What follows belongs to an exercise in optimizing a design on an open flow for small area, a short achievable clock period and few clock cycles; a production flow would make more cautious choices.
The RTL was checked by simulation tests, not by an equivalence proof against the original design.
Power figures rest on the tool's default switching activity, not on a simulated workload.

### flow/flow/run.sh
#!/bin/bash
set -euo pipefail
export BUFFER_PORTS_ARGS="-buffer_cell sky130_fd_sc_hd__buf_4"
export SETUP_SLACK_MARGIN=7
bash standard.sh > standard.log 2>&1
### flow/standard.sh
#!/bin/bash
# synth_recipe.tcl (not shown) runs the flow's synth.tcl, then flattens the netlist and writes it again
# the make line also repeats each setting of config.mk as NAME=value (left out here)
make -C /OpenROAD-flow-scripts/flow DESIGN_CONFIG=/design/flow/config.mk WORK_HOME=/design/flow/orfs CLKGATE_MAP_FILE= SYNTH_SCRIPT=/design/flow/synth_recipe.tcl "${@:-finish}"
### flow/config.mk
export PLATFORM = sky130hd
export DESIGN_NAME = jzjpcc
export DESIGN_NICKNAME = jzjpcc
export VERILOG_FILES = /design/flow/design.v
export SDC_FILE = /design/flow/constraint.sdc
export NUM_CORES = 4
export LEC_CHECK = 0
export CAP_MARGIN = 20
export CORE_MARGIN = 2
export CORE_UTILIZATION = 60
export PLACE_DENSITY = 0.75
export SLEW_MARGIN = 20
export SYNTH_HIERARCHICAL = 1
export SYNTH_MINIMUM_KEEP_SIZE = 0
### flow/constraint.sdc
create_clock -name core_clock -period 12.5 [get_ports {clock}]
set_input_delay 2.5000 -clock core_clock [delete_from_list [all_inputs] [get_ports {clock}]]
set_output_delay 2.5000 -clock core_clock [all_outputs]
set_load 0.01 [all_outputs]
### flow/design.v
module jzjpcc_alu
(
	input logic [2:0] funct3, 
	input logic subtract, 
	input logic arithmetic, 
	input logic [31:0] a,
	input logic [31:0] b,
	output logic [31:0] result,
	output logic equal, 
	output logic lessThan, 
	output logic lessThanUnsigned 
);
logic [32:0] sum;
assign sum = {1'b0, a} + {1'b0, b ^ {32{subtract}}} + 33'(subtract);
assign equal = (sum[31:0] == 32'd0);
assign lessThanUnsigned = !sum[32];
assign lessThan = (a[31] ^ b[31]) ? a[31] : sum[31];
logic [31:0] aReversed;
always_comb
	for (int i = 0; i < 32; ++i)
		aReversed[i] = a[31 - i];
logic left;
assign left = !funct3[2]; 
logic [31:0] shifterIn;
logic [31:0] shifted;
logic [31:0] shiftedReversed;
assign shifterIn = left ? aReversed : a;
assign shifted = 32'($signed({arithmetic & a[31], shifterIn}) >>> b[4:0]);
always_comb
	for (int i = 0; i < 32; ++i)
		shiftedReversed[i] = shifted[31 - i];
always_comb
begin
	unique case (funct3)
		3'b000: result = sum[31:0];
		3'b001: result = shiftedReversed;
		3'b010: result = {31'd0, lessThan};
		3'b011: result = {31'd0, lessThanUnsigned};
		3'b100: result = a ^ b;
		3'b101: result = shifted;
		3'b110: result = a | b;
		3'b111: result = a & b;
	endcase
end
endmodule
module jzjpcc_address_adder
(
	input logic [13:0] a,
	input logic [13:0] b,
	output logic [13:0] sum
);
logic [13:0] generateBits [0:4];
logic [13:0] propagateBits [0:4];
assign generateBits[0] = a & b;
assign propagateBits[0] = a ^ b;
for (genvar level = 1; level <= 4; ++level)
begin : prefixLevels
	localparam int SPAN = 1 << (level - 1);
	for (genvar i = 0; i < 14; ++i)
	begin : prefixBits
		if (i >= SPAN)
		begin : combine
			assign generateBits[level][i] = generateBits[level - 1][i] | (propagateBits[level - 1][i] & generateBits[level - 1][i - SPAN]);
			assign propagateBits[level][i] = propagateBits[level - 1][i] & propagateBits[level - 1][i - SPAN];
		end
		else
		begin : pass
			assign generateBits[level][i] = generateBits[level - 1][i];
			assign propagateBits[level][i] = propagateBits[level - 1][i];
		end
	end
end
assign sum = propagateBits[0] ^ {generateBits[4][12:0], 1'b0};
endmodule
module jzjpcc_regfile_read_bit
(
	input logic [31:1] select,
	input logic [31:1] bits,
	output logic value
);
assign value = |(select & bits);
endmodule
module jzjpcc
(
	input logic clock,
	input logic reset, 
	output logic [13:2] imem_addr,
	input logic [31:0] imem_data, 
	output logic [13:2] dmem_addr,
	output logic dmem_we,
	output logic [3:0] dmem_be, 
	output logic [31:0] dmem_wdata, 
	input logic [31:0] dmem_rdata 
);
logic started; 
logic [13:2] pcD; 
logic [13:2] pcCopyD; 
logic predictTaken; 
logic [13:2] predictPC;
logic mispredictE; 
logic stall; 
logic [13:2] pcPlus1D;
assign pcPlus1D = pcD + {11'd0, started}; 
localparam int BTB_ENTRIES = 2;
logic [BTB_ENTRIES-1:0] btbValid;
logic [13:2] btbTag [BTB_ENTRIES];
logic [13:2] btbTarget [BTB_ENTRIES];
logic btbHit;
logic [13:2] btbHitTarget;
always_comb
begin
	btbHit = 1'b0;
	btbHitTarget = '0;
	for (int i = 0; i < BTB_ENTRIES; ++i)
	begin
		if (btbValid[i] && (btbTag[i] == pcCopyD))
		begin
			btbHit = 1'b1;
			btbHitTarget = btbHitTarget | btbTarget[i];
		end
	end
end
logic [13:2] nextFetch;
always_comb
begin
	if (predictTaken)
		nextFetch = predictPC;
	else if (stall)
		nextFetch = pcD; 
	else if (btbHit)
		nextFetch = btbHitTarget;
	else
		nextFetch = pcPlus1D;
end
logic branchInE, equalityBranchInE, jalrInE, takenEqualityE, branchEqual;
logic lateRedirect; 
logic [13:2] lateRedirectPC;
logic [13:2] fetchIfTaken, fetchIfNotTaken, fetchIfEqual, fetchIfNotEqual;
assign fetchIfTaken = predictE ? nextFetch : altPCE;
assign fetchIfNotTaken = predictE ? altPCE : nextFetch;
always_comb
begin
	if (lateRedirect)
	begin
		fetchIfEqual = lateRedirectPC;
		fetchIfNotEqual = lateRedirectPC;
	end
	else if (equalityBranchInE)
	begin
		fetchIfEqual = funct3E[0] ? fetchIfNotTaken : fetchIfTaken;
		fetchIfNotEqual = funct3E[0] ? fetchIfTaken : fetchIfNotTaken;
	end
	else
	begin
		fetchIfEqual = nextFetch;
		fetchIfNotEqual = nextFetch;
	end
end
assign imem_addr = branchEqual ? fetchIfEqual : fetchIfNotEqual;
always_ff @(posedge clock, posedge reset)
begin
	if (reset)
	begin
		started <= 1'b0;
		pcD <= '0;
	end
	else
	begin
		started <= 1'b1;
		pcD <= imem_addr;
	end
end
always_ff @(posedge clock)
	pcCopyD <= imem_addr;
logic [31:0] instr;
assign instr = imem_data;
logic validD;
assign validD = started && !predictTaken && !lateRedirect;
logic [4:0] opcode;
logic [2:0] funct3D;
logic [4:0] rdD, rs1D, rs2D;
assign opcode = instr[6:2];
assign funct3D = instr[14:12];
assign rdD = instr[11:7];
assign rs1D = instr[19:15];
assign rs2D = instr[24:20];
logic isLoadD, isStoreD, isBranchD, isJalD, isJalrD, isLuiD, isAuipcD, isOpImmD, isOpD;
assign isLoadD = (opcode == 5'b00000);
assign isStoreD = (opcode == 5'b01000);
assign isBranchD = (opcode == 5'b11000);
assign isJalD = (opcode == 5'b11011);
assign isJalrD = (opcode == 5'b11001);
assign isLuiD = (opcode == 5'b01101);
assign isAuipcD = (opcode == 5'b00101);
assign isOpImmD = (opcode == 5'b00100);
assign isOpD = (opcode == 5'b01100);
logic regWriteD, useRs1D, useRs2D;
assign regWriteD = (isLoadD || isOpImmD || isOpD || isLuiD || isAuipcD || isJalD || isJalrD) && (rdD != 5'd0);
assign useRs1D = isLoadD || isStoreD || isBranchD || isJalrD || isOpImmD || isOpD;
assign useRs2D = isStoreD || isBranchD || isOpD;
logic [31:0] immU;
logic [11:0] immIS; 
logic [13:2] immB, immJ; 
assign immU = {instr[31:12], 12'd0};
assign immIS = isStoreD ? {instr[31:25], instr[11:7]} : instr[31:20];
assign immJ = {instr[13:12], instr[20], instr[30:22]};
assign immB = {instr[31], instr[31], instr[7], instr[30:25], instr[11:9]};
logic predictD;
logic [13:2] branchTargetD, jalTargetD;
assign predictD = isJalD || (isBranchD && instr[31]);
assign branchTargetD = pcD + immB;
assign jalTargetD = pcD + immJ;
logic [13:2] predictTargetD;
assign predictTargetD = isJalD ? jalTargetD : branchTargetD;
localparam int BTB_INDEX_BITS = 1; 
logic [BTB_INDEX_BITS-1:0] btbNext;
logic btbInsert;
assign btbInsert = started && predictD && !btbHit;
logic weM;
logic [4:0] rdM;
logic [31:0] writeDataM;
logic [31:0] rfRs1, rfRs2, rs1ValueD, rs2ValueD;
logic [31:0] registers [31:1];
logic [31:1] written;
always_ff @(posedge clock)
begin
	for (int i = 1; i < 32; ++i)
		if (weM && (rdM == 5'(i)))
			registers[i] <= writeDataM;
end
always_ff @(posedge clock, posedge reset)
begin
	if (reset)
		written <= '0;
	else
		for (int i = 1; i < 32; ++i)
			if (weM && (rdM == 5'(i)))
				written[i] <= 1'b1;
end
logic [31:1] select1, select2;
logic [31:1] registerBits [0:31];
always_comb
begin
	for (int i = 1; i < 32; ++i)
	begin
		select1[i] = (rs1D == 5'(i)) && written[i];
		select2[i] = (rs2D == 5'(i)) && written[i];
	end
	for (int b = 0; b < 32; ++b)
		for (int i = 1; i < 32; ++i)
			registerBits[b][i] = registers[i][b];
end
for (genvar b = 0; b < 32; ++b)
begin : readBits
	jzjpcc_regfile_read_bit read1 (.select(select1), .bits(registerBits[b]), .value(rfRs1[b]));
	jzjpcc_regfile_read_bit read2 (.select(select2), .bits(registerBits[b]), .value(rfRs2[b]));
end
assign rs1ValueD = (weM && (rdM == rs1D)) ? writeDataM : rfRs1;
assign rs2ValueD = (weM && (rdM == rs2D)) ? writeDataM : rfRs2;
logic passD;
logic [31:0] constD;
assign passD = isJalD || isJalrD || isLuiD || isAuipcD;
always_comb
begin
	if (isJalD || isJalrD)
		constD = {18'd0, pcPlus1D, 2'b00};
	else if (isLuiD)
		constD = immU;
	else
		constD = immU + {18'd0, pcD, 2'b00};
end
logic subtractD, arithmeticD;
logic [2:0] aluFunct3D;
assign aluFunct3D = (isOpD || isOpImmD) ? funct3D : 3'b000;
assign subtractD = isBranchD || ((isOpD || isOpImmD) && (funct3D[2:1] == 2'b01)) || (isOpD && (funct3D == 3'b000) && instr[30]);
assign arithmeticD = instr[30] && funct3D[2];
logic validE;
logic regWriteE, isLoadE, isStoreE, isBranchE, isJalrE, predictE, passE, useImmE, subtractE, arithmeticE;
logic [4:0] rdE;
logic [2:0] funct3E, aluFunct3E;
logic forwardAE, forwardBE; 
logic [31:0] rs1E, rs2E;
logic [11:0] immE;
logic [13:2] altPCE; 
logic loadM;
logic [31:0] aluOutM;
assign stall = validE && loadM && (forwardAE || forwardBE);
logic [31:0] opA, rs2Forwarded, opB;
assign opA = forwardAE ? aluOutM : rs1E;
assign rs2Forwarded = forwardBE ? aluOutM : rs2E;
assign opB = useImmE ? {{20{immE[11]}}, immE} : rs2Forwarded;
logic [31:0] aluResult;
logic equal, lessThan, lessThanUnsigned;
jzjpcc_alu alu (.funct3(aluFunct3E), .subtract(subtractE), .arithmetic(arithmeticE), .a(opA), .b(opB),
					 .result(aluResult), .equal, .lessThan, .lessThanUnsigned);
logic [13:0] addressE, addressRegisterE, addressForwardedE;
jzjpcc_address_adder addressRegisterAdder (.a(rs1E[13:0]), .b({{2{immE[11]}}, immE}), .sum(addressRegisterE));
jzjpcc_address_adder addressForwardedAdder (.a(aluOutM[13:0]), .b({{2{immE[11]}}, immE}), .sum(addressForwardedE));
assign addressE = ({14{forwardAE}} & addressForwardedE) | ({14{!forwardAE}} & addressRegisterE);
logic equalRR, equalMR, equalRM;
assign equalRR = (rs1E == rs2E);
assign equalMR = (aluOutM == rs2E);
assign equalRM = (rs1E == aluOutM);
assign branchEqual = (!forwardAE && !forwardBE && equalRR) || (forwardAE && !forwardBE && equalMR) ||
							(!forwardAE && forwardBE && equalRM) || (forwardAE && forwardBE);
assign takenEqualityE = branchEqual ^ funct3E[0];
logic takenLessE;
assign takenLessE = (funct3E[1] ? lessThanUnsigned : lessThan) ^ funct3E[0];
assign branchInE = validE && !stall && isBranchE;
assign equalityBranchInE = branchInE && !funct3E[2];
assign jalrInE = validE && !stall && isJalrE;
assign mispredictE = equalityBranchInE && (takenEqualityE != predictE);
logic mispredictLateE, killD;
assign mispredictLateE = (branchInE && funct3E[2] && (takenLessE != predictE)) || jalrInE;
assign killD = mispredictE || mispredictLateE; 
assign dmem_addr = addressE[13:2];
assign dmem_we = validE && isStoreE && !stall;
always_comb
begin
	unique case (funct3E[1:0])
		2'b00:
		begin
			dmem_be = 4'b0001 << addressE[1:0];
			dmem_wdata = {4{rs2Forwarded[7:0]}};
		end
		2'b01:
		begin
			dmem_be = addressE[1] ? 4'b1100 : 4'b0011;
			dmem_wdata = {2{rs2Forwarded[15:0]}};
		end
		default:
		begin
			dmem_be = 4'b1111;
			dmem_wdata = rs2Forwarded;
		end
	endcase
end
always_ff @(posedge clock, posedge reset)
begin
	if (reset)
	begin
		validE <= 1'b0;
		predictTaken <= 1'b0;
		lateRedirect <= 1'b0;
		btbValid <= '0;
		btbNext <= '0;
	end
	else
	begin
		if (!stall)
			validE <= validD && !killD;
		lateRedirect <= mispredictLateE;
		predictTaken <= validD && !stall && !killD && (btbHit ? !(predictD && (predictTargetD == btbHitTarget)) : predictD);
		if (btbInsert)
		begin
			btbValid[btbNext] <= 1'b1;
			btbNext <= (btbNext == BTB_INDEX_BITS'(BTB_ENTRIES - 1)) ? '0 : btbNext + 1'b1;
		end
	end
end
always_ff @(posedge clock)
begin
	predictPC <= (btbHit && !predictD) ? pcPlus1D : predictTargetD;
	lateRedirectPC <= isJalrE ? addressE[13:2] : altPCE;
	if (btbInsert)
	begin
		btbTag[btbNext] <= pcD;
		btbTarget[btbNext] <= predictTargetD;
	end
	if (!stall)
	begin
		regWriteE <= regWriteD;
		isLoadE <= isLoadD;
		isStoreE <= isStoreD;
		isBranchE <= isBranchD;
		isJalrE <= isJalrD;
		predictE <= predictD;
		passE <= passD;
		useImmE <= isOpImmD;
		subtractE <= subtractD;
		arithmeticE <= arithmeticD;
		rdE <= rdD;
		funct3E <= funct3D;
		aluFunct3E <= aluFunct3D;
		forwardAE <= useRs1D && validE && regWriteE && (rdE == rs1D);
		forwardBE <= useRs2D && validE && regWriteE && (rdE == rs2D);
		rs1E <= rs1ValueD;
		rs2E <= passD ? constD : rs2ValueD;
		immE <= immIS;
		altPCE <= instr[31] ? pcPlus1D : branchTargetD; 
	end
	else
	begin
		forwardAE <= 1'b0;
		forwardBE <= 1'b0;
		if (forwardAE)
			rs1E <= writeDataM;
		if (forwardBE)
			rs2E <= writeDataM;
	end
end
logic [2:0] funct3M;
logic [1:0] offsetM;
always_ff @(posedge clock, posedge reset)
begin
	if (reset)
		weM <= 1'b0;
	else
		weM <= validE && regWriteE && !stall;
end
always_ff @(posedge clock)
begin
	loadM <= validE && isLoadE && !stall;
	rdM <= rdE;
	aluOutM <= passE ? rs2Forwarded : aluResult;
	funct3M <= funct3E;
	offsetM <= addressE[1:0];
end
logic [7:0] loadByte;
logic [15:0] loadHalf;
logic [31:0] loadValue;
always_comb
begin
	unique case (offsetM)
		2'b00: loadByte = dmem_rdata[7:0];
		2'b01: loadByte = dmem_rdata[15:8];
		2'b10: loadByte = dmem_rdata[23:16];
		2'b11: loadByte = dmem_rdata[31:24];
	endcase
	loadHalf = offsetM[1] ? dmem_rdata[31:16] : dmem_rdata[15:0];
	unique case (funct3M[1:0])
		2'b00: loadValue = {{24{loadByte[7] & !funct3M[2]}}, loadByte};
		2'b01: loadValue = {{16{loadHalf[15] & !funct3M[2]}}, loadHalf};
		default: loadValue = dmem_rdata;
	endcase
end
assign writeDataM = loadM ? loadValue : aluOutM;
endmodule
==> flow_summary_export.csv, run 1 <==
group,metric,value,unit
sta,finalCritPeriodShare,49.0,%
setup_path,cp.arrival,3630,ps
power_and_ir_drop,vdd_ir_drop_max,0.000140,V
sta,max_freq,0.163,GHz
final_layout,nNetsFinal,5725,
place,gp_congestion,1.01,
route,firstDrtPassIters,9,
cts,clock-sinks,1281,
cts,path_clk_slew,60,ps
route,ant_nets,0,
sta,slew_headroom,21.0,%
route,num_vias,54100,
yosys,synthCells,5217,
floorplan,fp.dieW,334,um
place,io_buffers,124,
global_routing,grt_pass1_vias,50300,
global_routing,track_usage,44.0,%
cts,cts.path.max_buffers,3,
sta,fin_skew,46.1,ps
floorplan,initial_utilization,60.3,%
floorplan,pin_count,127,
setup_path,end_kind,"output port",
final_layout,multiInputGateArea,0.0278,mm2
route,avgViaCountPerCell,7.68,
setup_path,worstSetupPathType,"reg2out",
route,drc,0,
floorplan,design.core.area,0.109,mm2
yosys,synth_area,0.0655,mm2
global_routing,grt_pass1_wl,353000,um
setup_path,cp_common_cell,"o221ai_2",
sta,setup_tns,0,ps
place,dpl_cell_area,0.0688,mm2
setup_path,cp_max_fo,7,
final_layout,syn2layout_area_growth,14.0,%
sta,setup_viol,0,
route,drt_iter0_markers,10600,
cts,clock_latency,800,ps
global_routing,gr-total-overflow,0,
flow_run,max-cap-violations,0,
yosys,syn_avg_cell_area,12.5,um2
global_routing,antenna_found_initial,13,
setup_path,startpoint_type,"flop",
cts,h-tree-depth,4,
floorplan,die_h,334,um
place,post-dp-hpwl,162000,um
route,wl_per_cell,35.8,um
setup_path,cpPeakStageDelay,560,ps
final_layout,seqCellArea,0.0374,mm2
sta,hold_violations,0,
final_layout,drive_gt1_share,19.2,%
setup_path,crit_chain,"xnor2_1 > nand4_1 > nor4_2 > a21oi_1 > o221ai_2 > xnor2_2 > buf_6 > or2_4 > o221ai_2 > buf_4",
cts,hold_buffers,0,
yosys,ys_warn_count,15,
hold_path,min_path_type,"reg2reg",
floorplan,rows,121,
setup_path,cp_slowest_cell,"edfxtp_1",
power_and_ir_drop,p_leak,26.4,nW
floorplan,dieArea,0.112,mm2
route,wl,252000,um
global_routing,grt_start_max_net_pins,65,
final_layout,design_area,0.0746,mm2
sta,maxSlewViolCount,0,
status,status,"complete, no violations",
power_and_ir_drop,p_per_area,159,mW/mm2
sta,worstMarginPinSlew,1180,ps
sta,min_period,6130,ps
cts,cts_root_buf,"clkbuf_16",
cts,numCtsBuffers,132,
yosys,syn_nets,5429,
final_layout,num-fill-cells,7617,
setup_path,crit_required,10000,ps
sta,rsz0062_at_grt,"true",
cts,cts_tree,"yes",
## worst max-delay path: cells and delay by family (launching register included)
family                 cells  cell delay [ps]
AO/OA/AOI/OAI              3              790
AND/OR/NAND/NOR            3              740
flip-flops                 1              560
XOR/XNOR                   2              380
buffers and inverters      2              360
## final cells by class
cell class	count	share of cell area, %
inverters	119	0.610
multi-input cells	3626	37.3
repair buffers	353	3.75
flip-flops and latches	1281	50.2
diodes	3	0.0101
well taps	1414	2.37
clock buffers	170	4.88
clock inverters	71	0.897
## path summary, 6_finish.rpt
path,from,to,slack (ps),depth (start not counted)
max,rs1E[6],imem_addr[4],6370,10
max in group asynchronous,reset,pcD[4],9870,3
min reg2reg,funct3E[2],funct3M[2],400,0
max reg2reg,useImmE,predictTaken,7190,21
min in group asynchronous,reset,written[28],2000,3
min,funct3E[2],funct3M[2],400,0
## registers in the layout, summed over array words and instances (netlist names), 2 cells and up
| name | count |
|---|---|
| altPCE | 12 |
| aluFunct3E | 3 |
| aluOutM | 32 |
| btbTag | 24 |
| btbTarget | 24 |
| btbValid | 2 |
| funct3E | 3 |
| funct3M | 3 |
| immE | 12 |
| lateRedirectPC | 12 |
| offsetM | 2 |
| pcCopyD | 12 |
| pcD | 12 |
| predictPC | 12 |
| rdE | 5 |
| rdM | 5 |
| registers | 992 |
| rs1E | 32 |
| rs2E | 32 |
| written | 31 |
## routing by layer
metal	vias up	global-route usage, %	wire [um]
li1	21800	-	-
met1	26100	57.5	85800
met2	5027	65.2	108000
met3	1088	13.6	39200
met4	16	25.4	18600
met5	-	0	112
## stage by stage
step / power, W / std cells / util (%) / hold slack, ps / setup slack, ps
6_report: 0.0119 / 7037 / 68.7 / 402 / 6370
5_1_grt: 0.0121 / 7034 / 68.7 / 409 / 6270
4_1_cts: 0.0116 / 7002 / 68.1 / 400 / 6430
3_5_place_dp: 0.00767 / 6708 / 63.4 / 390 / 6120
3_3_place_gp: 0.00764 / 6708 / 63.4 / 382 / 6100
2_1_floorplan: 0.00677 / 5217 / - / 362 / 7020
## report_power, final
part	total [W]	internal (W)	switching [W]
registers	0.00540	0.00511	0.000291
logic	0.00252	0.000925	0.00159
clock network	0.00395	0.00221	0.00174
total	0.0119	0.00824	0.00362
## timing repair
action,CTS,global route
resized for setup,104,93
setup endpoints to repair,27,26
buffers inserted,51,31
gates cloned,2,1
pin swaps,18,36
## layout by cell type (no fill, tap or decap), types with 24 or more instances in the layout
cell type / count
clkinv_1: 28
nor2_4: 35
nor3_1: 30
a22oi_1: 782
mux2_2: 146
buf_6: 26
dfrtp_1: 42
inv_1: 108
o211ai_1: 24
dfxtp_1: 66
mux2i_1: 79
a22o_1: 75
clkbuf_16: 137
and3_1: 56
edfxtp_1: 1149
or2_2: 41
or4_1: 64
a222oi_1: 70
nand3_1: 181
clkbuf_1: 24
a21o_1: 24
xnor2_1: 164
nand2_1: 260
xor2_1: 99
nor2_1: 247
a21oi_1: 222
buf_4: 322
o21ai_0: 146
ha_1: 128
nand4_1: 170
mux4_2: 34
a221oi_2: 67
Testbench counts, summed over its fixed seeds: cycles 53,324.
==> run 2: changes to the inputs <==
==> flow/flow/run.sh (replaced) <==
#!/bin/bash
set -euo pipefail
export BUFFER_PORTS_ARGS="-buffer_cell sky130_fd_sc_hd__buf_4"
export SETUP_SLACK_MARGIN=6.5
bash standard.sh > standard.log 2>&1
--- a/flow/config.mk
+++ b/flow/config.mk
@@ -10,2 +10,4 @@
 export CORE_UTILIZATION = 60
+export CTS_CLUSTER_DIAMETER = 80
+export CTS_CLUSTER_SIZE = 30
 export PLACE_DENSITY = 0.75
==> run 2 against run 1 <==
Routed wire length down 5.2%. Critical path depth unchanged. Non-clock buffer count down 36. Cell area down 4.6%. Register-to-register slack worse by 500 ps. Count of clock-buffer cells in the layout down 102. Area after synthesis unchanged.
==> flow_summary_export.csv, run 2 <==
group,metric,value,unit
route,drt_iter0_markers,9681,
cts,h-tree-depth,2,
place,dpl_cell_area,0.0687,mm2
final_layout,mostFrequentLayoutCells,"edfxtp_1 (1,149), a22oi_1 (782), buf_4 (308), nand2_1 (260), nor2_1 (250)",
final_layout,num-fill-cells,7986,
yosys,syn_nets,5429,
sta,setup_tns,0,ps
sta,hold_violations,0,
cts,cts.path.max_buffers,3,
final_layout,design_area,0.0712,mm2
floorplan,die_h,334,um
route,drc,0,
global_routing,antenna_found_initial,22,
setup_path,r2r_cells,22,
yosys,syn_avg_cell_area,12.5,um2
floorplan,rows,121,
sta,finalCritPeriodShare,48.1,%
place,post-dp-hpwl,156000,um
sta,worstMarginPinSlew,1120,ps
global_routing,grt_pass1_vias,48200,
route,avgViaCountPerCell,7.68,
setup_path,end_kind,"output port",
cts,clock-sinks,1281,
floorplan,design.core.area,0.109,mm2
flow_run,max-cap-violations,0,
sta,maxSlewViolCount,0,
setup_path,cp_top_family,"compound AO/OA/AOI/OAI gates",
route,ant_nets,0,
hold_path,whs_path_depth,0,
final_layout,syn2layout_area_growth,8.78,%
cts,clock_latency,760,ps
power_and_ir_drop,p_leak,24.9,nW
route,firstDrtPassIters,9,
setup_path,rrSetupSlack,6690,ps
sta,max_freq,0.166,GHz
cts,cts_root_buf,"clkbuf_16",
status,status,"complete, no violations",
setup_path,cp_max_fo,16,
route,wl,239000,um
sta,slew_headroom,25.2,%
floorplan,initial_utilization,60.3,%
final_layout,largest_reg_flops,992,
power_and_ir_drop,vdd_ir_drop_max,0.000125,V
setup_path,worstSetupPathType,"reg2out",
global_routing,track_usage,41.4,%
cts,numCtsBuffers,54,
power_and_ir_drop,p_per_area,141,mW/mm2
global_routing,grt_start_max_net_pins,88,
setup_path,worstReg2RegEnd,"predictTaken",
floorplan,dieArea,0.112,mm2
sta,setup_viol,0,
route,wl_per_cell,34.9,um
setup_path,cp_slowest_cell,"edfxtp_1",
place,gp_congestion,1.03,
setup_path,crit_chain,"xnor2_1 > nand4_1 > nor4_1 > a21oi_1 > o221ai_2 > xnor2_1 > buf_6 > or2_4 > o311a_4 > buf_4",
setup_path,cp.arrival,3520,ps
hold_path,min-delay-start,"funct3E[2]",
setup_path,crit_buf_inv,2,
setup_path,crit_required,10000,ps
sta,min_period,6020,ps
global_routing,gr-total-overflow,0,
floorplan,fp.dieW,334,um
hold_path,worstHoldEndpoint,"funct3M[2]",
final_layout,mostFrequentLayoutCell,"edfxtp_1",
setup_path,startpoint_type,"flop",
place,io_buffers,124,
yosys,synthCells,5217,
hold_path,min_path_type,"reg2reg",
cts,cts_tree,"yes",
sta,rsz0062_at_grt,"true",
route,num_vias,52600,
yosys,synth_area,0.0655,mm2
setup_path,rr_startpoint,"forwardBE",
setup_path,cp_common_cell,"xnor2_1",
sta,fin_skew,87.8,ps
global_routing,grt_pass1_wl,335000,um
final_layout,drive_gt1_share,16.1,%
floorplan,pin_count,127,
final_layout,nNetsFinal,5610,
final_layout,largest-register,"registers",
cts,path_clk_slew,100,ps
setup_path,cpPeakStageDelay,630,ps
yosys,ys_warn_count,15,
## run 2: power by group
| part | internal (W) | total [W] | switching [W] | leakage [nW] |
|---|---|---|---|---|
| registers | 0.00510 | 0.00537 | 0.000271 | 12.1 |
| logic | 0.000866 | 0.00239 | 0.00152 | 12.0 |
| clock network | 0.000866 | 0.00225 | 0.00138 | 0.828 |
## run 2: routing by layer
metal | global-route usage [%] | part of all wire, % | vias to the layer above
met5 | 0.738 | 0.099 | -
met4 | 18.8 | 5.8 | 22
met3 | 12.1 | 15 | 820
met2 | 63.3 | 44 | 4562
met1 | 54.8 | 34 | 25700
li1 | - | - | 21500
## run 2: final cells by class
type / count / area, um2 / share of cell area [%]
clock inverters: 20 / 318 / 0.446
diodes: 7 / 17.5 / 0.0246
multi-input cells: 3625 / 27400 / 38.5
repair buffers: 317 / 2400 / 3.38
clock buffers: 68 / 1400 / 1.97
flip-flops and latches: 1281 / 37400 / 52.6
inverters: 119 / 450 / 0.633
well taps: 1414 / 1770 / 2.48
## run 2: worst register-to-register path: stages, from the launching register on
cell and delay (ps):
dfxtp_2 340, buf_6 380, mux2i_1 470, inv_1 170
mux2_2 290, buf_4 250, xor2_1 230, ha_1 380
a21oi_1 250, o221ai_2 210, o211ai_1 280, nand2_1 190
o2bb2ai_1 230, a211oi_1 460, xnor2_1 160, mux2_2 300
mux2i_2 370, xnor2_1 110, a31oi_1 200, nor2_1 80
nor2_1 150, o211ai_1 110, a21oi_1 130
## run 2: per-stage QoR
stage / setup slack (ps) / hold WS, ps / utilization [%] / instances / power (W)
4_1_cts: 6410 / 411 / 65.2 / 6821 / 0.00982
6_report: 6480 / 410 / 65.6 / 6851 / 0.0100
2_1_floorplan: 6740 / 362 / - / 5217 / 0.00677
5_1_grt: 6420 / 431 / 65.6 / 6844 / 0.0103
3_5_place_dp: 6110 / 392 / 63.3 / 6704 / 0.00763
3_3_place_gp: 6110 / 386 / 63.3 / 6704 / 0.00759
## run 2: timing repair
action / in CTS / in global routing
gates cloned: 1 / 2
setup buffers: 28 / 21
pin swaps: 6 / 10
hold buffers: 0 / 0
setup endpoints to repair: 16 / 17
resized for setup: 35 / 40
## run 2: how the worst max path moves through the flow
stage / endpoint / slack [ps] / from / depth (start not counted)
after CTS: imem_addr[10] / 6410 / rs2E[13] / 10
after detailed placement: predictTaken / 6110 / useImmE / 20
final: imem_addr[3] / 6480 / rs1E[13] / 10
after floorplan: rs2E[2] / 6740 / imem_data[23] / 10
after global placement: rs2E[2] / 6110 / imem_data[22] / 12
after global routing: imem_addr[2] / 6420 / forwardBE / 10
==> run 3: changes to the inputs <==
--- a/flow/design.v
+++ b/flow/design.v
@@ -74,2 +74,27 @@
 endmodule
+module jzjpcc_branch_equal
+(
+	input logic [31:0] rs1,
+	input logic [31:0] rs2,
+	input logic [31:0] forwarded,
+	input logic forwardA,
+	input logic forwardB,
+	output logic equal
+);
+logic equalRR, equalFR, equalRF;
+assign equalRR = (rs1 == rs2);
+assign equalFR = (forwarded == rs2);
+assign equalRF = (rs1 == forwarded);
+assign equal = (!forwardA && !forwardB && equalRR) || (forwardA && !forwardB && equalFR) ||
+					(!forwardA && forwardB && equalRF) || (forwardA && forwardB);
+endmodule
+module jzjpcc_fetch_select
+(
+	input logic equal,
+	input logic [13:2] addressIfEqual,
+	input logic [13:2] addressIfNotEqual,
+	output logic [13:2] address
+);
+assign address = equal ? addressIfEqual : addressIfNotEqual;
+endmodule
 module jzjpcc_regfile_read_bit
@@ -96,3 +121,2 @@
 logic [13:2] pcD; 
-logic [13:2] pcCopyD; 
 logic predictTaken; 
@@ -101,4 +125,3 @@
 logic stall; 
-logic [13:2] pcPlus1D;
-assign pcPlus1D = pcD + {11'd0, started}; 
+logic [13:2] pcPlus1D; 
 localparam int BTB_ENTRIES = 2;
@@ -107,2 +130,3 @@
 logic [13:2] btbTarget [BTB_ENTRIES];
+logic [BTB_ENTRIES-1:0] btbMatch; 
 logic btbHit;
@@ -115,3 +139,3 @@
 	begin
-		if (btbValid[i] && (btbTag[i] == pcCopyD))
+		if (btbMatch[i])
 		begin
@@ -158,3 +182,4 @@
 end
-assign imem_addr = branchEqual ? fetchIfEqual : fetchIfNotEqual;
+jzjpcc_fetch_select fetchSelect (.equal(branchEqual), .addressIfEqual(fetchIfEqual), .addressIfNotEqual(fetchIfNotEqual),
+											  .address(imem_addr));
 always_ff @(posedge clock, posedge reset)
@@ -164,3 +189,3 @@
 		started <= 1'b0;
-		pcD <= '0;
+		pcPlus1D <= '0;
 	end
@@ -169,3 +194,3 @@
 		started <= 1'b1;
-		pcD <= imem_addr;
+		pcPlus1D <= imem_addr + 12'd1;
 	end
@@ -173,3 +198,3 @@
 always_ff @(posedge clock)
-	pcCopyD <= imem_addr;
+	pcD <= imem_addr;
 logic [31:0] instr;
@@ -286,3 +311,5 @@
 logic [31:0] aluOutM;
-assign stall = validE && loadM && (forwardAE || forwardBE);
+logic liveE;
+assign liveE = validE && !lateRedirect;
+assign stall = liveE && loadM && (forwardAE || forwardBE);
 logic [31:0] opA, rs2Forwarded, opB;
@@ -299,8 +326,4 @@
 assign addressE = ({14{forwardAE}} & addressForwardedE) | ({14{!forwardAE}} & addressRegisterE);
-logic equalRR, equalMR, equalRM;
-assign equalRR = (rs1E == rs2E);
-assign equalMR = (aluOutM == rs2E);
-assign equalRM = (rs1E == aluOutM);
-assign branchEqual = (!forwardAE && !forwardBE && equalRR) || (forwardAE && !forwardBE && equalMR) ||
-							(!forwardAE && forwardBE && equalRM) || (forwardAE && forwardBE);
+jzjpcc_branch_equal branchEqualUnit (.rs1(rs1E), .rs2(rs2E), .forwarded(aluOutM), .forwardA(forwardAE), .forwardB(forwardBE),
+												.equal(branchEqual));
 assign takenEqualityE = branchEqual ^ funct3E[0];
@@ -308,5 +331,5 @@
 assign takenLessE = (funct3E[1] ? lessThanUnsigned : lessThan) ^ funct3E[0];
-assign branchInE = validE && !stall && isBranchE;
+assign branchInE = liveE && !stall && isBranchE;
 assign equalityBranchInE = branchInE && !funct3E[2];
-assign jalrInE = validE && !stall && isJalrE;
+assign jalrInE = liveE && !stall && isJalrE;
 assign mispredictE = equalityBranchInE && (takenEqualityE != predictE);
@@ -314,5 +337,5 @@
 assign mispredictLateE = (branchInE && funct3E[2] && (takenLessE != predictE)) || jalrInE;
-assign killD = mispredictE || mispredictLateE; 
+assign killD = mispredictE; 
 assign dmem_addr = addressE[13:2];
-assign dmem_we = validE && isStoreE && !stall;
+assign dmem_we = liveE && isStoreE && !stall;
 always_comb
@@ -346,2 +369,3 @@
 		btbNext <= '0;
+		btbMatch <= '0;
 	end
@@ -353,2 +377,9 @@
 		predictTaken <= validD && !stall && !killD && (btbHit ? !(predictD && (predictTargetD == btbHitTarget)) : predictD);
+		for (int i = 0; i < BTB_ENTRIES; ++i)
+		begin
+			if (btbInsert && (btbNext == BTB_INDEX_BITS'(i)))
+				btbMatch[i] <= (imem_addr == pcD); 
+			else
+				btbMatch[i] <= btbValid[i] && (btbTag[i] == imem_addr);
+		end
 		if (btbInsert)
@@ -384,4 +415,4 @@
 		aluFunct3E <= aluFunct3D;
-		forwardAE <= useRs1D && validE && regWriteE && (rdE == rs1D);
-		forwardBE <= useRs2D && validE && regWriteE && (rdE == rs2D);
+		forwardAE <= useRs1D && liveE && regWriteE && (rdE == rs1D);
+		forwardBE <= useRs2D && liveE && regWriteE && (rdE == rs2D);
 		rs1E <= rs1ValueD;
@@ -408,3 +439,3 @@
 	else
-		weM <= validE && regWriteE && !stall;
+		weM <= liveE && regWriteE && !stall;
 end
@@ -412,3 +443,3 @@
 begin
-	loadM <= validE && isLoadE && !stall;
+	loadM <= liveE && isLoadE && !stall;
 	rdM <= rdE;
==> flow/flow/run.sh (replaced) <==
#!/bin/bash
set -euo pipefail
export BUFFER_PORTS_ARGS="-buffer_cell sky130_fd_sc_hd__buf_4"
export SETUP_SLACK_MARGIN=7
bash standard.sh > standard.log 2>&1
--- a/flow/config.mk
+++ b/flow/config.mk
@@ -10,3 +10,3 @@
 export CORE_UTILIZATION = 60
-export CTS_CLUSTER_DIAMETER = 80
+export CTS_CLUSTER_DIAMETER = 70
 export CTS_CLUSTER_SIZE = 30
==> run 3 against run 2 <==
Highest routed layer unchanged. Worst hold slack gained 23 ps. Global-route usage grew 2.8 points. Final cell count up 1.8%. Non-clock buffer count is 28 higher. Area after synthesis grew 0.16%. Synthesized cell count grew 1.1%. Largest power group unchanged. Total power increased by 7.4%. Critical path depth is 2 lower. Sequential cell count increased by 2. Still clean on timing, DRC and antenna. Critical path type unchanged. Worst setup slack improved by 360 ps. Sequential power is essentially flat. Count of clock-buffer cells in the layout increased by 9.
==> flow_summary_export.csv, run 3 <==
group,metric,value,unit
status,status,"complete, no violations",
yosys,syn_nets,5487,
cts,h-tree-depth,3,
final_layout,drive_gt1_share,16.5,%
floorplan,pin_count,127,
power_and_ir_drop,combPwrFrac,23.9,%
floorplan,initial_utilization,60.4,%
power_and_ir_drop,finalPower,0.0108,W
route,num_vias,52800,
final_layout,largest-register,"registers",
final_layout,fin_util,66.8,%
floorplan,fp.dieW,335,um
power_and_ir_drop,p_per_area,148,mW/mm2
final_layout,syn2layout_area_growth,10.6,%
global_routing,track_usage,44.2,%
final_layout,nNetsFinal,5703,
sta,maxSlewViolCount,0,
power_and_ir_drop,power_switching,0.00352,W
cts,path_clk_slew,100,ps
cts,cts_root_buf,"clkbuf_16",
global_routing,grt_pass1_wl,351000,um
route,drt_iter0_markers,9447,
floorplan,rows,121,
place,gp_congestion,1.09,
power_and_ir_drop,seqPwrFrac,50.1,%
sta,rsz0062_at_grt,"true",
power_and_ir_drop,vdd_ir_drop_max,0.000156,V
sta,worstMarginPinSlew,1300,ps
place,post-dp-hpwl,163000,um
sta,setup_ws,6840,ps
sta,min_period,5660,ps
setup_path,crit_required,10000,ps
setup_path,cp_max_fo,13,
cts,numCtsBuffers,73,
final_layout,design_area,0.0725,mm2
global_routing,grt_start_max_net_pins,89,
route,wl,254000,um
final_layout,largest_reg_flops,992,
route,ant_nets,0,
global_routing,grt_pass1_vias,48500,
route,drc,0,
final_layout,mostFrequentLayoutCells,"edfxtp_1 (1,149), a22oi_1 (809), buf_4 (331), nand2_1 (303), nor2_1 (213)",
power_and_ir_drop,intPower,0.00724,W
place,io_buffers,124,
yosys,ys_warn_count,15,
hold_path,min_path_type,"reg2reg",
route,wl_per_cell,36.4,um
setup_path,cp.arrival,3160,ps
setup_path,end_kind,"output port",
place,pre_cts_ws,6370,ps
cts,clock_latency,730,ps
sta,max_freq,0.177,GHz
route,firstDrtPassIters,12,
setup_path,startpoint_type,"flop",
power_and_ir_drop,p_leak,26.2,nW
global_routing,antenna_found_initial,19,
sta,setup_tns,0,ps
final_layout,mostFrequentLayoutCell,"edfxtp_1",
route,avgViaCountPerCell,7.57,
sta,hold_violations,0,
sta,slew_headroom,13.1,%
sta,setup_viol,0,
global_routing,gr-total-overflow,0,
sta,finalCritPeriodShare,45.3,%
cts,clock-sinks,1283,
floorplan,die_h,335,um
place,dpl_cell_area,0.0688,mm2
setup_path,worstSetupPathType,"reg2out",
sta,fin_skew,88.5,ps
cts,cts_tree,"yes",
power_and_ir_drop,clockPowerShare,26.0,%
power_and_ir_drop,sw_frac_of_total,32.7,%
flow_run,max-cap-violations,0,
cts,cts.path.max_buffers,3,
yosys,synth_area,0.0656,mm2
yosys,synthCells,5276,
yosys,syn_avg_cell_area,12.4,um2
floorplan,design.core.area,0.109,mm2
floorplan,dieArea,0.112,mm2
[run 3: metal layers]
| layer | GRT usage, % | wire [um] | vias up | share of wire [%] |
|---|---|---|---|---|
| met1 | 54.7 | 85200 | 25800 | 34 |
| met3 | 13.7 | 34400 | 920 | 14 |
| met2 | 66.0 | 111000 | 4312 | 44 |
| met5 | 0.217 | 132 | - | 0.052 |
| met4 | 32.3 | 23200 | 18 | 9.1 |
| li1 | - | - | 21800 | - |
[run 3: path summary, 6_finish.rpt]
check	from	endpoint	slack [ps]	cells after the start
max	rs1E[8]	imem_addr[11]	6840	8
min	funct3E[2]	funct3M[2]	430	0
max reg2reg	forwardBE	lateRedirect	7120	19
min reg2reg	funct3E[2]	funct3M[2]	430	0
max in group asynchronous	reset	lateRedirect	9760	3
min in group asynchronous	reset	written[20]	2070	3
[run 3: what timing repair did]
| action | CTS | global route |
|---|---|---|
| gates resized for setup | 79 | 46 |
| setup endpoints to repair | 21 | 32 |
| cloned | 0 | 7 |
| pin swaps | 17 | 14 |
| hold buffers | 0 | 0 |
| setup buffers | 54 | 18 |
[run 3: cell type report]
| cell class | instances | area (um2) |
|---|---|---|
| Sequential cell | 1283 | 37500 |
| Fill cell | 7975 | 36000 |
| Multi-Input combinational cell | 3653 | 27400 |
| Timing Repair Buffer | 345 | 2770 |
| Clock buffer | 77 | 1850 |
| Tap cell | 1414 | 1770 |
| Clock inverter | 50 | 676 |
| Inverter | 135 | 519 |
| Antenna cell | 15 | 37.5 |
| Timing Repair inverter | 1 | 8.76 |
[run 3: power groups by stage]
| stage | clock network (W) | logic, W | registers [W] |
|---|---|---|---|
| 5_1_grt | 0.00293 | 0.00272 | 0.00539 |
| 4_1_cts | 0.00278 | 0.00244 | 0.00537 |
| 6_report | 0.00279 | 0.00257 | 0.00539 |
| 3_5_place_dp | 0 | 0.00233 | 0.00548 |
| 2_1_floorplan | 0 | 0.00154 | 0.00532 |
| 3_3_place_gp | 0 | 0.00228 | 0.00547 |
[run 3: metrics by stage]
stage                     hold WS (ps)  instances
after floorplan                    362       5276
after global placement             410       6752
after detailed placement           409       6752
after CTS                          432       6933
after global routing               451       6959
final                              433       6973
[run 3: critical path, cell delays in order, from the launching register on]
cell	delay, ps
edfxtp_1	580
xor2_1	220
nor4_1	380
nand4_1	140
nor3_1	230
a221o_2	190
buf_12	170
mux2_4	370
buf_4	160
Testbench counts of run 3, summed over its fixed seeds: cycles 53,324.
==> run 4: changes to the inputs <==
--- a/flow/design.v
+++ b/flow/design.v
@@ -51,6 +51,27 @@
 );
-logic [13:0] generateBits [0:4];
-logic [13:0] propagateBits [0:4];
-assign generateBits[0] = a & b;
-assign propagateBits[0] = a ^ b;
+logic [13:0] generateBits, propagateBits, carries;
+jzjpcc_address_adder_bits bits (.a, .b, .generateBits, .propagateBits);
+jzjpcc_address_adder_prefix prefix (.generateBits, .propagateBits, .carries);
+assign sum = propagateBits ^ {carries[12:0], 1'b0};
+endmodule
+module jzjpcc_address_adder_bits
+(
+	input logic [13:0] a,
+	input logic [13:0] b,
+	output logic [13:0] generateBits,
+	output logic [13:0] propagateBits
+);
+assign generateBits = a & b;
+assign propagateBits = a ^ b;
+endmodule
+module jzjpcc_address_adder_prefix
+(
+	input logic [13:0] generateBits,
+	input logic [13:0] propagateBits,
+	output logic [13:0] carries
+);
+logic [13:0] g [0:4];
+logic [13:0] p [0:4];
+assign g[0] = generateBits;
+assign p[0] = propagateBits;
 for (genvar level = 1; level <= 4; ++level)
@@ -62,4 +83,4 @@
 		begin : combine
-			assign generateBits[level][i] = generateBits[level - 1][i] | (propagateBits[level - 1][i] & generateBits[level - 1][i - SPAN]);
-			assign propagateBits[level][i] = propagateBits[level - 1][i] & propagateBits[level - 1][i - SPAN];
+			assign g[level][i] = g[level - 1][i] | (p[level - 1][i] & g[level - 1][i - SPAN]);
+			assign p[level][i] = p[level - 1][i] & p[level - 1][i - SPAN];
 		end
@@ -67,4 +88,4 @@
 		begin : pass
-			assign generateBits[level][i] = generateBits[level - 1][i];
-			assign propagateBits[level][i] = propagateBits[level - 1][i];
+			assign g[level][i] = g[level - 1][i];
+			assign p[level][i] = p[level - 1][i];
 		end
@@ -72,3 +93,3 @@
 end
-assign sum = propagateBits[0] ^ {generateBits[4][12:0], 1'b0};
+assign carries = g[4];
 endmodule
==> run 4 against run 3 <==
Sequential cell count unchanged. Core utilization about the same. Final cell count down 0.29%. Via count grew 1.9%. Count of clock-buffer cells in the layout decreased by 3. Largest cell class unchanged.
==> flow_summary_export.csv, run 4 <==
group,metric,value,unit
setup_path,worstReg2RegEnd,"lateRedirect",
power_and_ir_drop,p_per_area,148,mW/mm2
cts,cts_tree,"yes",
final_layout,seqCellArea,0.0375,mm2
floorplan,initial_utilization,60.3,%
sta,maxSlewViolCount,0,
route,wl,247000,um
sta,setup_viol,0,
cts,clock-sinks,1283,
power_and_ir_drop,clockPowerShare,26.5,%
global_routing,grt_start_max_net_pins,87,
setup_path,crit_required,10000,ps
sta,rsz0062_at_grt,"true",
final_layout,largest-register,"registers",
floorplan,pin_count,127,
floorplan,die_h,334,um
setup_path,cp-endpoint,"dmem_addr[9]",
global_routing,antenna_found_initial,10,
route,num_vias,53800,
place,gp_congestion,1.05,
cts,path_clk_slew,110,ps
global_routing,grt_pass1_vias,50000,
floorplan,fp.dieW,334,um
sta,max_freq,0.178,GHz
global_routing,gr-total-overflow,0,
global_routing,track_usage,42.8,%
setup_path,cpPeakStageDelay,540,ps
cts,numCtsBuffers,70,
yosys,synth_area,0.0655,mm2
final_layout,num-fill-cells,7831,
setup_path,r2r_cells,19,
sta,fin_skew,50.2,ps
floorplan,dieArea,0.112,mm2
flow_run,max-cap-violations,0,
setup_path,startpoint_type,"flop",
status,status,"complete, no violations",
global_routing,grt_pass1_wl,344000,um
setup_path,path_depth,11,
power_and_ir_drop,vdd_ir_drop_max,0.000168,V
sta,slew_headroom,12.1,%
route,drc,0,
final_layout,multiInputGateArea,0.0274,mm2
final_layout,mostFrequentLayoutCells,"edfxtp_1 (1,149), a22oi_1 (810), buf_4 (319), nand2_1 (311), nor2_1 (217)",
place,dpl_cell_area,0.0687,mm2
setup_path,crit_buf_inv,4,
cts,cts.path.max_buffers,3,
route,wl_per_cell,35.5,um
power_and_ir_drop,combPwrFrac,23.2,%
power_and_ir_drop,p_leak,26.3,nW
floorplan,design.core.area,0.109,mm2
sta,setup_tns,0,ps
power_and_ir_drop,intPower,0.00725,W
setup_path,cp_top_family,"buffers and inverters",
setup_path,end_kind,"output port",
place,pre_cts_ws,6350,ps
sta,worstMarginPinSlew,1300,ps
cts,clock_latency,710,ps
cts,cts_root_buf,"clkbuf_16",
setup_path,cp.arrival,3130,ps
final_layout,design_area,0.0725,mm2
route,ant_nets,0,
power_and_ir_drop,seqPwrFrac,50.3,%
final_layout,syn2layout_area_growth,10.6,%
cts,h-tree-depth,3,
setup_path,cp_slowest_cell,"edfxtp_1",
sta,setup_ws,6870,ps
setup_path,critPathLaunch,"immE[1]",
yosys,syn_nets,5485,
route,drt_iter0_markers,10200,
final_layout,fin_util,66.8,%
sta,min_period,5630,ps
yosys,ys_warn_count,15,
final_layout,nNetsFinal,5693,
floorplan,rows,121,
final_layout,mostFrequentLayoutCell,"edfxtp_1",
power_and_ir_drop,sw_frac_of_total,32.3,%
hold_path,min_path_type,"reg2reg",
setup_path,rrSetupSlack,7120,ps
final_layout,drive_gt1_share,16.5,%
setup_path,rr_startpoint,"forwardBE",
setup_path,crit_chain,"buf_6 > ha_4 > a21oi_4 > buf_6 > o21ai_2 > a21oi_2 > buf_4 > o31ai_2 > xor2_1 > mux2_4 > buf_4",
setup_path,cp_max_fo,3,
setup_path,worstSetupPathType,"reg2out",
yosys,syn_avg_cell_area,12.4,um2
sta,hold_violations,0,
sta,finalCritPeriodShare,45.0,%
route,firstDrtPassIters,12,
yosys,synthCells,5274,
route,avgViaCountPerCell,7.74,
power_and_ir_drop,power_switching,0.00346,W
final_layout,largest_reg_flops,992,
place,post-dp-hpwl,152000,um
place,io_buffers,124,
==> run 4: routing by layer <==
layer	wire length, um	share of wire, %	vias to the layer above	GRT usage (%)
met4	19400	7.9	14	26.9
met5	192	0.078	-	0.868
met1	82900	34	26000	54.2
li1	-	-	21700	-
met2	105000	43	4945	62.9
met3	38900	16	1125	15.2
==> run 4: how the worst min path moves through the flow <==
stage	start	endpoint	cells after the start
2_1_floorplan	funct3E[2]	funct3M[2]	0
3_3_place_gp	funct3E[2]	funct3M[2]	0
3_5_place_dp	funct3E[2]	funct3M[2]	0
4_1_cts	funct3E[2]	funct3M[2]	0
5_1_grt	funct3E[2]	funct3M[2]	0
6_report	funct3E[2]	funct3M[2]	0
==> run 4: cell type report <==
class,count,share of cell area [%]
antenna,5,0.0173
clock buffer,74,2.53
clock inverter,50,1.04
inverter,135,0.710
multi-input combinational,3652,37.8
sequential,1283,51.7
tap,1414,2.44
timing repair buffer,340,3.81
==> run 4: per-stage QoR <==
| stage | cells | power, W | hold WS (ps) |
|---|---|---|---|
| after floorplan | 5274 | 0.00685 | 362 |
| after global placement | 6744 | 0.00765 | 394 |
| after detailed placement | 6745 | 0.00771 | 417 |
| after CTS | 6928 | 0.0105 | 441 |
| after global routing | 6948 | 0.0110 | 462 |
| final | 6953 | 0.0107 | 439 |
==> run 4: what timing repair did <==
action                                  4_1_cts  5_1_grt
cloned                                        0        5
hold buffers                                  0        0
pin swaps                                    14       16
buffers inserted                             59       14
endpoints found under the setup margin       23       24
resized for setup                            53       57
==> run 4: power groups by stage <==
stage / registers (W) / logic [W] / clock network [W]
2_1_floorplan: 0.00532 / 0.00153 / 0
3_3_place_gp: 0.00547 / 0.00218 / 0
3_5_place_dp: 0.00547 / 0.00224 / 0
4_1_cts: 0.00537 / 0.00235 / 0.00282
5_1_grt: 0.00540 / 0.00262 / 0.00298
6_report: 0.00539 / 0.00248 / 0.00284
Testbench counts of run 4, summed over its fixed seeds: cycles 53,324.
==> run 5: changes to the inputs <==
--- a/flow/design.v
+++ b/flow/design.v
@@ -95,2 +95,22 @@
 endmodule
+module jzjpcc_operand_next
+(
+	input logic hold,
+	input logic capture,
+	input logic [31:0] current,
+	input logic [31:0] decoded,
+	input logic [31:0] captured,
+	output logic [31:0] next
+);
+assign next = hold ? (capture ? captured : current) : decoded;
+endmodule
+module jzjpcc_immediate_next
+(
+	input logic hold,
+	input logic [11:0] current,
+	input logic [11:0] decoded,
+	output logic [11:0] next
+);
+assign next = hold ? current : decoded;
+endmodule
 module jzjpcc_branch_equal
@@ -438,5 +458,2 @@
 		forwardBE <= useRs2D && liveE && regWriteE && (rdE == rs2D);
-		rs1E <= rs1ValueD;
-		rs2E <= passD ? constD : rs2ValueD;
-		immE <= immIS;
 		altPCE <= instr[31] ? pcPlus1D : branchTargetD; 
@@ -447,8 +464,17 @@
 		forwardBE <= 1'b0;
-		if (forwardAE)
-			rs1E <= writeDataM;
-		if (forwardBE)
-			rs2E <= writeDataM;
 	end
 end
+logic [31:0] rs1NextE, rs2NextE;
+logic [11:0] immNextE;
+jzjpcc_operand_next rs1Next (.hold(stall), .capture(forwardAE), .current(rs1E), .decoded(rs1ValueD),
+									  .captured(writeDataM), .next(rs1NextE));
+jzjpcc_operand_next rs2Next (.hold(stall), .capture(forwardBE), .current(rs2E), .decoded(passD ? constD : rs2ValueD),
+									  .captured(writeDataM), .next(rs2NextE));
+jzjpcc_immediate_next immNext (.hold(stall), .current(immE), .decoded(immIS), .next(immNextE));
+always_ff @(posedge clock)
+begin
+	rs1E <= rs1NextE;
+	rs2E <= rs2NextE;
+	immE <= immNextE;
+end
 logic [2:0] funct3M;
==> run 5 against run 4 <==
Still clean on timing, DRC and antenna. Total power decreased by 0.72%. Clock power shrank 5%. Critical path depth decreased by 2. Critical path type unchanged.
==> flow_summary_export.csv, run 5 <==
group,metric,value,unit
final_layout,largest_reg_flops,992,
cts,numCtsBuffers,68,
sta,fin_skew,73.9,ps
final_layout,seqCellArea,0.0368,mm2
sta,worstMarginPinSlew,1170,ps
floorplan,pin_count,127,
route,wl_met3,36600,um
place,pre_cts_ws,6130,ps
hold_path,whs_path_depth,0,
floorplan,fp.dieW,337,um
setup_path,worstReg2RegEnd,"lateRedirect",
setup_path,end_kind,"output port",
final_layout,drive_gt1_share,16.6,%
global_routing,grt_pass1_wl,344000,um
final_layout,syn2layout_area_growth,9.85,%
route,top_layer,"met5",
route,drc,0,
yosys,synthCells,5496,
floorplan,initial_utilization,60.3,%
route,met1_length,85000,um
power_and_ir_drop,finalPower,0.0106,W
setup_path,worstSetupPathType,"reg2out",
route,firstDrtPassIters,9,
power_and_ir_drop,p_per_area,145,mW/mm2
hold_path,min_path_type,"reg2reg",
route,ant_nets,0,
setup_path,crit_required,10000,ps
cts,cts_root_buf,"clkbuf_16",
cts,cts.path.max_buffers,3,
setup_path,startpoint_type,"flop",
cts,path_clk_slew,120,ps
cts,h-tree-depth,3,
setup_path,cp_max_fo,6,
final_layout,num-fill-cells,8127,
cts,hold_buffers,0,
route,wl,244000,um
final_layout,mostFrequentLayoutCells,"edfxtp_1 (1,073), a22oi_1 (795), nor2_1 (301), buf_4 (279), a21oi_1 (265)",
setup_path,cp_slowest_cell,"dfxtp_4",
hold_path,min-delay-start,"rdE[0]",
final_layout,multiInputGateArea,0.0291,mm2
route,drt_iter0_markers,9745,
hold_path,worstHoldEndpoint,"rdM[0]",
floorplan,dieArea,0.114,mm2
setup_path,r2r_cells,17,
final_layout,mostFrequentLayoutCell,"edfxtp_1",
sta,setup_tns,0,ps
global_routing,grt_pass1_vias,50900,
setup_path,rr_startpoint,"useImmE",
floorplan,design.core.area,0.110,mm2
global_routing,antenna_found_initial,3,
power_and_ir_drop,p_leak,26.3,nW
sta,finalCritPeriodShare,43.9,%
sta,slew_headroom,21.7,%
setup_path,crit_chain,"xor2_1 > nor4_4 > nand2_1 > nor4_2 > a221o_2 > buf_12 > buf_16 > mux2_4 > buf_6",
yosys,syn_avg_cell_area,12.1,um2
power_and_ir_drop,vdd_ir_drop_max,0.000150,V
route,num_vias,54100,
status,status,"complete, no violations",
final_layout,largest-register,"registers",
cts,clock_latency,710,ps
global_routing,track_usage,41.8,%
flow_run,max-cap-violations,0,
route,met2_length,104000,um
cts,clock-sinks,1283,
route,wl_per_cell,34.0,um
place,gp_congestion,1.05,
yosys,syn_nets,5707,
setup_path,rrSetupSlack,7030,ps
sta,maxSlewViolCount,0,
setup_path,cpPeakStageDelay,410,ps
sta,min_period,5490,ps
floorplan,die_h,337,um
setup_path,cp.arrival,2990,ps
place,post-dp-hpwl,155000,um
sta,max_freq,0.182,GHz
sta,rsz0062_at_grt,"true",
sta,setup_viol,0,
floorplan,rows,122,
route,avgViaCountPerCell,7.55,
cts,cts_tree,"yes",
yosys,synth_area,0.0666,mm2
place,io_buffers,124,
sta,hold_violations,0,
final_layout,nNetsFinal,5848,
yosys,ys_warn_count,15,
sta,setup_ws,7010,ps
global_routing,grt_start_max_net_pins,94,
global_routing,gr-total-overflow,0,
## run 5: critical path: cells and delay by family, from the launching register on
family	cells	cell delay [ps]
buffers and inverters	3	380
xor gates and xnor gates	1	200
DFF	1	410
muxes	1	330
and+or+nand+nor	3	690
AOI/OAI and AO/OA	1	260
## run 5: report_power, final
part / switching [W] / total (W) / internal, W
Clock: 0.00154 / 0.00269 / 0.00115
Sequential: 0.000282 / 0.00535 / 0.00507
Combinational: 0.00163 / 0.00259 / 0.000964
## run 5: final cells by class
class | instances | share of cell area [%]
Multi-Input combinational cell | 3853 | 39.7
Sequential cell | 1283 | 50.3
Antenna cell | 2 | 0.00684
Timing Repair Buffer | 303 | 3.49
Inverter | 128 | 0.662
Clock buffer | 77 | 2.42
Tap cell | 1488 | 2.55
Clock inverter | 41 | 0.797
## run 5: repair_timing
action | in CTS | in global routing
setup endpoints to repair | 38 | 19
pin swaps | 6 | 10
gates resized for setup | 114 | 68
cloned | 3 | 0
setup buffers | 28 | 12
## run 5: worst max-delay path by stage
stage            startpoint       endpoint  slack (ps)  cells past startpoint
2_1_floorplan     forwardBE  imem_addr[11]        7040                     10
3_3_place_gp      forwardBE   imem_addr[2]        6220                     11
3_5_place_dp      forwardBE   imem_addr[5]        6130                     11
4_1_cts        lateRedirect  imem_addr[12]        6940                      7
5_1_grt           forwardBE   lateRedirect        6920                     20
6_report           rs2E[13]   imem_addr[2]        7010                      9
## run 5: metal layers
metal / track usage (%) / vias up
li1: - / 22300
met1: 55.6 / 26300
met2: 61.0 / 4685
met3: 11.4 / 937
met4: 25.9 / 4
met5: 0 / -
## run 5: through the flow
stage / cell area [um2] / instances / hold WS (ps) / utilization (%)
after global routing: 73100 / 7174 / 472 / 66.3
after CTS: 72700 / 7160 / 453 / 65.9
after global placement: 69700 / 7011 / 404 / 63.1
after floorplan: 66600 / 5496 / 372 / -
final: 73100 / 7175 / 456 / 66.3
after detailed placement: 69700 / 7011 / 405 / 63.1
Testbench counts of run 5, summed over its fixed seeds: cycles 53,324.
==> run 6: changes to the inputs <==
--- a/flow/design.v
+++ b/flow/design.v
@@ -192,3 +192,3 @@
 		nextFetch = predictPC;
-	else if (stall)
+	else if (stallForFetch)
 		nextFetch = pcD; 
@@ -212,3 +212,3 @@
 	end
-	else if (equalityBranchInE)
+	else if (equalityBranchForFetch)
 	begin
@@ -338,4 +338,2 @@
 logic subtractD, arithmeticD;
-logic [2:0] aluFunct3D;
-assign aluFunct3D = (isOpD || isOpImmD) ? funct3D : 3'b000;
 assign subtractD = isBranchD || ((isOpD || isOpImmD) && (funct3D[2:1] == 2'b01)) || (isOpD && (funct3D == 3'b000) && instr[30]);
@@ -345,3 +343,3 @@
 logic [4:0] rdE;
-logic [2:0] funct3E, aluFunct3E;
+logic [2:0] funct3E;
 logic forwardAE, forwardBE; 
@@ -355,2 +353,5 @@
 assign stall = liveE && loadM && (forwardAE || forwardBE);
+logic stallForFetch, equalityBranchForFetch;
+assign stallForFetch = validE && loadM && (forwardAE || forwardBE);
+assign equalityBranchForFetch = validE && !stallForFetch && isBranchE && !funct3E[2];
 logic [31:0] opA, rs2Forwarded, opB;
@@ -361,3 +362,3 @@
 logic equal, lessThan, lessThanUnsigned;
-jzjpcc_alu alu (.funct3(aluFunct3E), .subtract(subtractE), .arithmetic(arithmeticE), .a(opA), .b(opB),
+jzjpcc_alu alu (.funct3(funct3E), .subtract(subtractE), .arithmetic(arithmeticE), .a(opA), .b(opB),
 					 .result(aluResult), .equal, .lessThan, .lessThanUnsigned);
@@ -455,3 +456,2 @@
 		funct3E <= funct3D;
-		aluFunct3E <= aluFunct3D;
 		forwardAE <= useRs1D && liveE && regWriteE && (rdE == rs1D);
--- a/flow/config.mk
+++ b/flow/config.mk
@@ -11,3 +11,3 @@
 export CTS_CLUSTER_DIAMETER = 70
-export CTS_CLUSTER_SIZE = 30
+export CTS_CLUSTER_SIZE = 24
 export PLACE_DENSITY = 0.75
==> run 6 against run 5 <==
Highest routed layer unchanged. Via count barely moved. Non-clock buffer count rose by 12. Still clean. Largest power group unchanged. Register-to-register slack improved by 110 ps.
==> flow_summary_export.csv, run 6 <==
group,metric,value,unit
final_layout,nNetsFinal,5842,
sta,setup_tns,0,ps
floorplan,die_h,336,um
place,post-dp-hpwl,161000,um
sta,min_period,5520,ps
route,num_vias,54200,
sta,finalCritPeriodShare,44.2,%
global_routing,grt_pass1_vias,50200,
power_and_ir_drop,power_switching,0.00332,W
power_and_ir_drop,intPower,0.00706,W
yosys,synth_area,0.0662,mm2
yosys,ys_warn_count,15,
global_routing,grt_start_max_net_pins,106,
floorplan,pin_count,127,
route,wl_per_cell,35.1,um
final_layout,num-fill-cells,8014,
global_routing,grt_pass1_wl,351000,um
cts,cts_root_buf,"clkbuf_16",
route,ant_nets,0,
global_routing,track_usage,43.3,%
cts,clock_latency,730,ps
cts,cts_tree,"yes",
yosys,syn_nets,5678,
route,firstDrtPassIters,10,
cts,numCtsBuffers,74,
global_routing,antenna_found_initial,17,
setup_path,crit_required,10000,ps
status,status,"complete, no violations",
setup_path,cp_slowest_cell,"mux2_4",
floorplan,dieArea,0.113,mm2
setup_path,end_kind,"output port",
place,gp_congestion,1.04,
cts,h-tree-depth,3,
sta,hold_violations,0,
cts,clock-sinks,1280,
sta,max_freq,0.181,GHz
global_routing,grt.met1_usage,57.9,%
sta,slew_headroom,12.8,%
power_and_ir_drop,sw_frac_of_total,32.0,%
global_routing,grt_use_met3,17.5,%
global_routing,grt-busiest-layer,"met2",
power_and_ir_drop,vdd_ir_drop_max,0.000110,V
sta,worstMarginPinSlew,1310,ps
place,io_buffers,124,
floorplan,initial_utilization,60.6,%
final_layout,mostFrequentLayoutCell,"edfxtp_1",
sta,hold_ws,462,ps
final_layout,drive_gt1_share,16.5,%
final_layout,mostFrequentLayoutCells,"edfxtp_1 (1,070), a22oi_1 (795), nor2_1 (303), buf_4 (301), a21oi_1 (269)",
setup_path,cpPeakStageDelay,400,ps
cts,path_clk_slew,90,ps
global_routing,use_met2,60.8,%
yosys,synthCells,5467,
route,drt_iter0_markers,10600,
route,drc,0,
power_and_ir_drop,p_per_area,142,mW/mm2
route,wl,252000,um
final_layout,largest-register,"registers",
power_and_ir_drop,combPwrFrac,23.0,%
setup_path,rr_startpoint,"forwardBE",
final_layout,fin_util,66.7,%
hold_path,min_path_type,"reg2reg",
sta,fin_skew,74.0,ps
cts,hold_buffers,0,
setup_path,cp.arrival,3020,ps
sta,maxSlewViolCount,0,
route,avgViaCountPerCell,7.56,
sta,rsz0062_at_grt,"true",
setup_path,cp_max_fo,13,
setup_path,worstReg2RegEnd,"lateRedirect",
floorplan,rows,121,
sta,setup_viol,0,
setup_path,crit_chain,"xor2_1 > nor4_2 > nand2_1 > nor4_2 > a221o_2 > buf_12 > mux2_4 > buf_4",
flow_run,max-cap-violations,0,
final_layout,largest_reg_flops,992,
floorplan,fp.dieW,336,um
floorplan,design.core.area,0.109,mm2
yosys,syn_avg_cell_area,12.1,um2
setup_path,r2r_cells,18,
cts,cts.path.max_buffers,3,
global_routing,gr-total-overflow,0,
setup_path,worstSetupPathType,"reg2out",
hold_path,min-delay-start,"rdE[4]",
setup_path,startpoint_type,"flop",
power_and_ir_drop,seqPwrFrac,50.3,%
final_layout,syn2layout_area_growth,10.0,%
setup_path,cp_common_cell,"nor4_2",
hold_path,whs_path_depth,0,
setup_path,rrSetupSlack,7140,ps
power_and_ir_drop,p_leak,26.1,nW
hold_path,worstHoldEndpoint,"rdM[4]",
power_and_ir_drop,clockPowerShare,26.7,%
## run 6: per-stage QoR
stage,cell area [um2],power [W],cells,setup slack [ps]
2_1_floorplan,66200,0.00664,5467,7010
3_3_place_gp,69500,0.00745,6988,6590
3_5_place_dp,69500,0.00749,6988,6600
4_1_cts,72400,0.0102,7139,6970
5_1_grt,72800,0.0106,7161,6900
6_report,72800,0.0104,7169,6980
## run 6: area by class of cell
| cell class | instances | area, um2 | share of cell area (%) |
|---|---|---|---|
| multi-input cells | 3834 | 28800 | 39.5 |
| clock inverters | 36 | 514 | 0.706 |
| inverters | 126 | 475 | 0.653 |
| well taps | 1476 | 1850 | 2.54 |
| flip-flops and latches | 1280 | 36700 | 50.4 |
| diodes | 8 | 20.0 | 0.0275 |
| repair buffers | 315 | 2550 | 3.51 |
| clock buffers | 94 | 1950 | 2.67 |
## run 6: what timing repair did
action / CTS / global route
buffers inserted: 17 / 17
pin swaps: 9 / 8
cloned: 4 / 3
resized for setup: 87 / 56
endpoints found under the setup margin: 29 / 19
## run 6: worst max-delay path, delay by kind of cell (launching register included)
kind | cells | cell delay, ps
simple gates | 3 | 790
mux | 1 | 400
flops | 1 | 370
buf+inv | 2 | 340
compound gates | 1 | 220
xor+xnor | 1 | 190
## run 6: per-layer routing
metal	wire length, um	part of all wire, %
met2	103000	41
met3	43300	17
met1	88700	35
met4	15800	6.3
met5	337	0.13
## run 6: worst max-delay path by stage
stage                       start            to  slack [ps]  cells past startpoint
floorplan           imem_data[17]       rs1E[2]        7010                      9
global placement    imem_data[21]       rs2E[2]        6590                     11
detailed placement      forwardBE  lateRedirect        6600                     19
CTS                     forwardAE  imem_addr[4]        6970                     11
global route          btbMatch[0]  imem_addr[5]        6900                      8
finish                    rs2E[8]  imem_addr[3]        6980                      8
## run 6: power groups by stage
stage / registers [W] / logic [W] / clock network, W
after floorplan: 0.00517 / 0.00147 / 0
after global placement: 0.00529 / 0.00216 / 0
after detailed placement: 0.00529 / 0.00220 / 0
after CTS: 0.00520 / 0.00226 / 0.00276
after global routing: 0.00523 / 0.00251 / 0.00290
final: 0.00522 / 0.00239 / 0.00277
Testbench counts of run 6, summed over its fixed seeds: cycles 53,324.

[separate check: timing with driven ports]
Ports are ideal in the flow. The routed layouts listed here were re-timed in OpenROAD.
Step 1 assumes that a clkbuf_16 drives the clock port and a buf_2 every other input.
Step 2 moves the port delays by t, midway between the first and last clock arrival at a register: inputs arrive t later, outputs are due t later. That takes back most of the time a late clock gives input paths.
a / b / c = ideal / step 1 / step 2; a / b = the first two.
| run | t (ns) | slack for setup (ns) | clock arrival spread, ns |
|---|---|---|---|
| run 1 | 0.845 | 6.374 / 6.302 / 6.122 | 0.046 / 0.046 |
| run 2 | 0.792 | 6.482 / 6.401 / 5.791 | 0.092 / 0.092 |
| run 3 | 0.766 | 6.840 / 6.764 / 6.217 | 0.089 / 0.089 |
| run 4 | 0.764 | 6.869 / 6.789 / 6.303 | 0.050 / 0.050 |
| run 5 | 0.766 | 7.007 / 6.924 / 6.654 | 0.085 / 0.085 |
| run 6 | 0.768 | 6.981 / 6.901 / 6.297 | 0.076 / 0.076 |
After both steps every run listed still meets setup and hold. The setup slack of run 2, which loses most, moves by -0.081 ns with the drivers and by -0.691 ns with both steps.
